This design comes from an exercise in tuning for small area on the open sky130 flow, not from production work.
In this exercise RTL edits were held to simulation tests only and were not proved equivalent to the original.
The clock input has no modelled driver; a real chip could not lean on it and would need a root buffer or a full tree.
No activity file was given, so power comes from the tool's default toggle rates.

## TimeClock
module TimeClock(
    input i_clk,
    input i_reset,
    input i_modeSW,
    input i_OnOffSW,
    output [3:0] o_FND_Digit,
    output [7:0] o_FND_Font
    );
    reg       r_half;                  
    reg [3:0] r_cs1, r_cs10;           
    reg [3:0] r_s1;  reg [2:0] r_s10;  
    reg [3:0] r_m1;  reg [2:0] r_m10;  
    reg [3:0] r_h1;  reg [1:0] r_h10;  
    wire cs1_9  = r_cs1[3] & r_cs1[0];
    wire cs10_9 = r_cs10[3] & r_cs10[0];
    wire s1_9   = r_s1[3] & r_s1[0];
    wire s10_5  = r_s10[2] & r_s10[0];
    wire m1_9   = r_m1[3] & r_m1[0];
    wire m10_5  = r_m10[2] & r_m10[0];
    wire h_23   = r_h10[1] & r_h1[1] & r_h1[0];
    wire h1_9   = r_h1[3] & r_h1[0];
    wire e_cs1  = ~r_half;
    wire e_cs10 = e_cs1 & cs1_9;
    wire e_s1   = e_cs10 & cs10_9;
    wire e_s10  = e_s1 & s1_9;
    wire e_m1   = e_s10 & s10_5;
    wire e_m10  = e_m1 & m1_9;
    wire e_h    = e_m10 & m10_5;
    function [3:0] inc10(input [3:0] d, input c);
        inc10 = {c ? (d[0] ? d[2] & d[1] : d[3]) : d[3],
                 c ? (d[0] & d[1] ? ~d[2] : d[2]) : d[2],
                 c ? ~d[3] & (d[0] ? ~d[1] : d[1]) : d[1],
                 c ? ~d[0] : d[0]};
    endfunction
    function [2:0] inc6(input [2:0] d, input c);
        inc6 = {c ? (d[0] ? d[1] : d[2]) : d[2],
                c ? ~d[2] & (d[0] ? ~d[1] : d[1]) : d[1],
                c ? ~d[0] : d[0]};
    endfunction
    always @(posedge i_clk or posedge i_reset) begin
        if (i_reset) begin
            r_half <= 0;
            r_cs1 <= 0; r_cs10 <= 0;
            r_s1 <= 0;  r_s10 <= 0;
            r_m1 <= 0;  r_m10 <= 0;
            r_h1 <= 0;  r_h10 <= 0;
        end else begin
            r_half <= ~r_half;
            r_cs1  <= inc10(r_cs1, e_cs1);
            r_cs10 <= inc10(r_cs10, e_cs10);
            r_s1   <= inc10(r_s1, e_s1);
            r_s10  <= inc6(r_s10, e_s10);
            r_m1   <= inc10(r_m1, e_m1);
            r_m10  <= inc6(r_m10, e_m10);
  ...
Size: ~160 cells after synthesis, roughly 29 flip-flops, about 16 I/O pins, about 1500 um2 of cells after synthesis.
==> flow/config.mk <==
export PLATFORM = sky130hd
export DESIGN_NAME = TimeClock
export DESIGN_NICKNAME = TimeClock
export VERILOG_FILES = /design/flow/design.v
export SDC_FILE = /design/flow/constraint.sdc
export NUM_CORES = 4
export LEC_CHECK = 0
export CAP_MARGIN = 20
export CORE_MARGIN = 2
export CORE_UTILIZATION = 40
export SLEW_MARGIN = 20
==> flow/constraint.sdc <==
create_clock -name core_clock -period 10.0 [get_ports {i_clk}]
set_input_delay 2.0000 -clock core_clock [delete_from_list [all_inputs] [get_ports {i_clk}]]
set_output_delay 2.0000 -clock core_clock [all_outputs]
set_load 0.01 [all_outputs]
standard.sh (not shown) runs the stock make flow with config.mk's settings and CLKGATE_MAP_FILE= SYNTH_SCRIPT=/design/flow/synth_recipe.tcl, a recipe that flattens the netlist after the stock synthesis.
==> flow/flow/run.sh <==
#!/bin/bash
# Layout flow: the standard flow (standard.sh) with two changes:
#  - synthesis runs synth_recipe.tcl unchanged except that ABC maps for area
#    (flow/abc_area.script) and Yosys's extract_fa step is skipped, so that
#    half-adder cells do not block ABC's optimisation;
#  - port buffers use the smallest buffer, sky130_fd_sc_hd__buf_1;
#  - after CTS, its H-tree is replaced by three clock buffers fed from the
#    clock port, each driving a third of the registers (flow/post_cts.tcl).
# Every tool's output goes to a log file in this folder.
set -euo pipefail
W=$(pwd)
cat > "$W/own_synth.tcl" <<TCL
proc abc {args} {
  set i [lsearch \$args -script]
  set args [lreplace \$args [expr {\$i + 1}] [expr {\$i + 1}] {$W/flow/abc_area.script}]
  yosys abc {*}\$args
}
proc extract_fa {args} { }
source {$W/synth_recipe.tcl}
TCL
sed "s#SYNTH_SCRIPT=[^ ]*synth_recipe.tcl#SYNTH_SCRIPT=$W/own_synth.tcl#" standard.sh > own_standard.sh
grep -q "SYNTH_SCRIPT=$W/own_synth.tcl" own_standard.sh
export BUFFER_PORTS_ARGS="-buffer_cell sky130_fd_sc_hd__buf_1"
export POST_CTS_TCL="$W/flow/post_cts.tcl"
bash own_standard.sh synth > "$W/synth.log" 2>&1
bash own_standard.sh finish > "$W/layout.log" 2>&1
test -s out/final.def
Other scripts of this flow, unchanged in this note and not shown: flow/flow/abc_area.script, flow/flow/clkbufs.tcl, flow/flow/post_cts.tcl
Rerun with:
--- a/flow/config.mk
+++ b/flow/config.mk
@@ -8,4 +8,4 @@
 export CAP_MARGIN = 20
 export CORE_MARGIN = 2
-export CORE_UTILIZATION = 40
+export CORE_UTILIZATION = 65
 export SLEW_MARGIN = 20
Effect:
- final area fell slightly
- setup slack is better by 0.043 ns
- total power fell slightly
- wire length rose by a few percent
- worst hold slack is worse by 0.014 ns
- clock skew rose by 0.0035 ns
- area after synthesis does not change
- sequential cell count stays the same
- utilization rose by 28 points
- combinational power rose by a few percent
- global-route usage rose by 10 points
In every run of this note, the design's own scripts or RTL, not TritonCTS, make the clock network.


The RTL this note starts from:
==> flow/design.v <==
`timescale 1ns / 1ps
module TimeClock(
    input i_clk,
    input i_reset,
    input i_modeSW,
    input i_OnOffSW,
    output [3:0] o_FND_Digit,
    output [7:0] o_FND_Font
    );
    reg       r_half;                  
    reg [3:0] r_cs1, r_cs10;           
    reg [3:0] r_s1;  reg [2:0] r_s10;  
    reg [3:0] r_m1;  reg [2:0] r_m10;  
    reg [3:0] r_h1;  reg [1:0] r_h10;  
    wire cs1_9  = r_cs1[3] & r_cs1[0];
    wire cs10_9 = r_cs10[3] & r_cs10[0];
    wire s1_9   = r_s1[3] & r_s1[0];
    wire s10_5  = r_s10[2] & r_s10[0];
    wire m1_9   = r_m1[3] & r_m1[0];
    wire m10_5  = r_m10[2] & r_m10[0];
    wire h_23   = r_h10[1] & r_h1[1] & r_h1[0];
    wire h1_9   = r_h1[3] & r_h1[0];
    wire e_cs1  = ~r_half;
    wire e_cs10 = e_cs1 & cs1_9;
    wire e_s1   = e_cs10 & cs10_9;
    wire e_s10  = e_s1 & s1_9;
    wire e_m1   = e_s10 & s10_5;
    wire e_m10  = e_m1 & m1_9;
    wire e_h    = e_m10 & m10_5;
    function [3:0] inc10(input [3:0] d, input c);
        inc10 = {c ? (d[0] ? d[2] & d[1] : d[3]) : d[3],
                 c ? (d[0] & d[1] ? ~d[2] : d[2]) : d[2],
                 c ? ~d[3] & (d[0] ? ~d[1] : d[1]) : d[1],
                 c ? ~d[0] : d[0]};
    endfunction
    function [2:0] inc6(input [2:0] d, input c);
        inc6 = {c ? (d[0] ? d[1] : d[2]) : d[2],
                c ? ~d[2] & (d[0] ? ~d[1] : d[1]) : d[1],
                c ? ~d[0] : d[0]};
    endfunction
    always @(posedge i_clk or posedge i_reset) begin
        if (i_reset) begin
            r_half <= 0;
            r_cs1 <= 0; r_cs10 <= 0;
            r_s1 <= 0;  r_s10 <= 0;
            r_m1 <= 0;  r_m10 <= 0;
            r_h1 <= 0;  r_h10 <= 0;
        end else begin
            r_half <= ~r_half;
            r_cs1  <= inc10(r_cs1, e_cs1);
            r_cs10 <= inc10(r_cs10, e_cs10);
            r_s1   <= inc10(r_s1, e_s1);
            r_s10  <= inc6(r_s10, e_s10);
            r_m1   <= inc10(r_m1, e_m1);
            r_m10  <= inc6(r_m10, e_m10);
            if (e_h) begin
                if (h_23) begin
                    r_h1 <= 0; r_h10 <= 0;
                end else begin
                    r_h1 <= inc10(r_h1, 1'b1);
                    if (h1_9) r_h10 <= {r_h10[0], ~r_h10[0]};
                end
            end
        end
    end
    wire [2:0] p;
    assign p[0] = ~r_cs1[3] & (r_cs1[2] | (r_cs1[1] & r_cs1[0]));
    assign p[1] = r_cs10[0] ^ r_cs1[3];
    assign p[2] = r_cs10[1] ^ r_s1[0] ^ (r_cs10[0] & r_cs1[3]);
    assign o_FND_Digit = i_OnOffSW ? 4'b1111 : ~(4'b0001 << p[1:0]);
    reg [3:0] v;
    always @(*) begin
        case ({i_modeSW, p[1:0]})
            3'b000: v = r_m1;
            3'b001: v = {1'b0, r_m10};
            3'b010: v = r_h1;
            3'b011: v = {2'b00, r_h10};
            3'b100: v = r_cs1;
            3'b101: v = r_cs10;
            3'b110: v = r_s1;
            default: v = {1'b0, r_s10};
        endcase
    end
    wire [6:0] seg;
    assign seg[0] = ~v[1] & (v[2] ? ~v[0] : v[0] & ~v[3]);           
    assign seg[1] = v[2] & (v[1] ^ v[0]);                            
    assign seg[2] = ~v[2] & v[1] & ~v[0];                            
    assign seg[3] = v[2] ? (v[1] ~^ v[0]) : (v[0] & ~v[1]);          
    assign seg[4] = v[0] | (v[2] & ~v[1]);                           
    assign seg[5] = v[2] ? (v[1] & v[0]) : (~v[3] & (v[1] | v[0]));  
    assign seg[6] = v[2] ? (v[1] & v[0]) : (~v[3] & ~v[1]);          
    wire cs_lt50 = ~(r_cs10[3] | (r_cs10[2] & (r_cs10[1] | r_cs10[0])));
    assign o_FND_Font[6:0] = p[2] ? 7'h7f : seg;
    assign o_FND_Font[7]   = ~(p[2] & p[1] & ~p[0] & cs_lt50);
endmodule
export LEC_CHECK = 0
export CAP_MARGIN = 20
export CORE_MARGIN = 2
export CORE_UTILIZATION = 40
export SLEW_MARGIN = 20
create_clock -name core_clock -period 10.0 [get_ports {i_clk}]
==> flow/flow/run.sh <==
#!/bin/bash
# Layout flow: the standard flow (standard.sh) with two changes:
#  - synthesis runs synth_recipe.tcl unchanged except that ABC maps for area
#    (flow/abc_area.script) and Yosys's extract_fa step is skipped, so that
#    half-adder cells do not block ABC's optimisation;
#  - port buffers use the smallest buffer, sky130_fd_sc_hd__buf_1.
# Every tool's output goes to a log file in this folder.
set -euo pipefail
W=$(pwd)
cat > "$W/own_synth.tcl" <<TCL
proc abc {args} {
  set i [lsearch \$args -script]
  set args [lreplace \$args [expr {\$i + 1}] [expr {\$i + 1}] {$W/flow/abc_area.script}]
  yosys abc {*}\$args
}
proc extract_fa {args} { }
source {$W/synth_recipe.tcl}
TCL
sed "s#SYNTH_SCRIPT=[^ ]*synth_recipe.tcl#SYNTH_SCRIPT=$W/own_synth.tcl#" standard.sh > own_standard.sh
grep -q "SYNTH_SCRIPT=$W/own_synth.tcl" own_standard.sh
export BUFFER_PORTS_ARGS="-buffer_cell sky130_fd_sc_hd__buf_1"
export CTS_ARGS="-buf_list sky130_fd_sc_hd__clkbuf_8 -root_buf sky130_fd_sc_hd__clkbuf_8 -sink_clustering_enable -sink_clustering_size 40 -sink_clustering_max_diameter 300 -dont_use_dummy_load -repair_clock_nets"
bash own_standard.sh synth > "$W/synth.log" 2>&1
bash own_standard.sh finish > "$W/layout.log" 2>&1
test -s out/final.def
==> flow/flow/abc_area.script <==
&get -n
&st
&dch -f
&nf -R 1000 -p
&put
topo
Edit:
==> flow/run.sh (new file) <==
#!/bin/bash
# synth_recipe.tcl (not shown) runs the flow's synth.tcl, then flattens the netlist and writes it again
# the make line also repeats each setting of config.mk as NAME=value (left out here)
make -C /OpenROAD-flow-scripts/flow DESIGN_CONFIG=/design/flow/config.mk WORK_HOME=/design/flow/orfs CLKGATE_MAP_FILE= SYNTH_SCRIPT=/design/flow/synth_recipe.tcl finish
removed: flow/flow/run.sh
removed: flow/flow/abc_area.script
removed: flow/standard.sh
Sequential share of layout area came out lower by 9.4 points; clock power came out higher by 10%; synthesized area came out higher by 27%.

static timing again, ports no longer ideal:
The flow's constraints put no driver on any port. The routed layouts listed below were extracted and timed again, unchanged, in two steps.
Step 1 assumes that a clkbuf_16 drives the clock port and a buf_2 every other input.
Step 2 also shifts input and output timing later by t, the mid clock arrival at the registers, as if the neighbouring blocks saw the same clock.
Three values: ideal, step 1, step 2; two values: the first two.
| run | t, ns | setup slack, ns | latest minus earliest clock arrival (ns) |
|---|---|---|---|
| the first run of note 1 | 0.202 | 3.587 / 3.553 / 3.553 | 0.007 / 0.007 |
| the second run of note 1 | 0.196 | 3.630 / 3.606 / 3.606 | 0.010 / 0.010 |
| the first run of note 2 | 0.299 | 3.544 / 3.510 / 3.510 | 0.007 / 0.007 |
| the second run of note 2 | 0.306 | 3.105 / 3.072 / 3.072 | 0.004 / 0.004 |
After both steps every run listed still meets setup and hold.
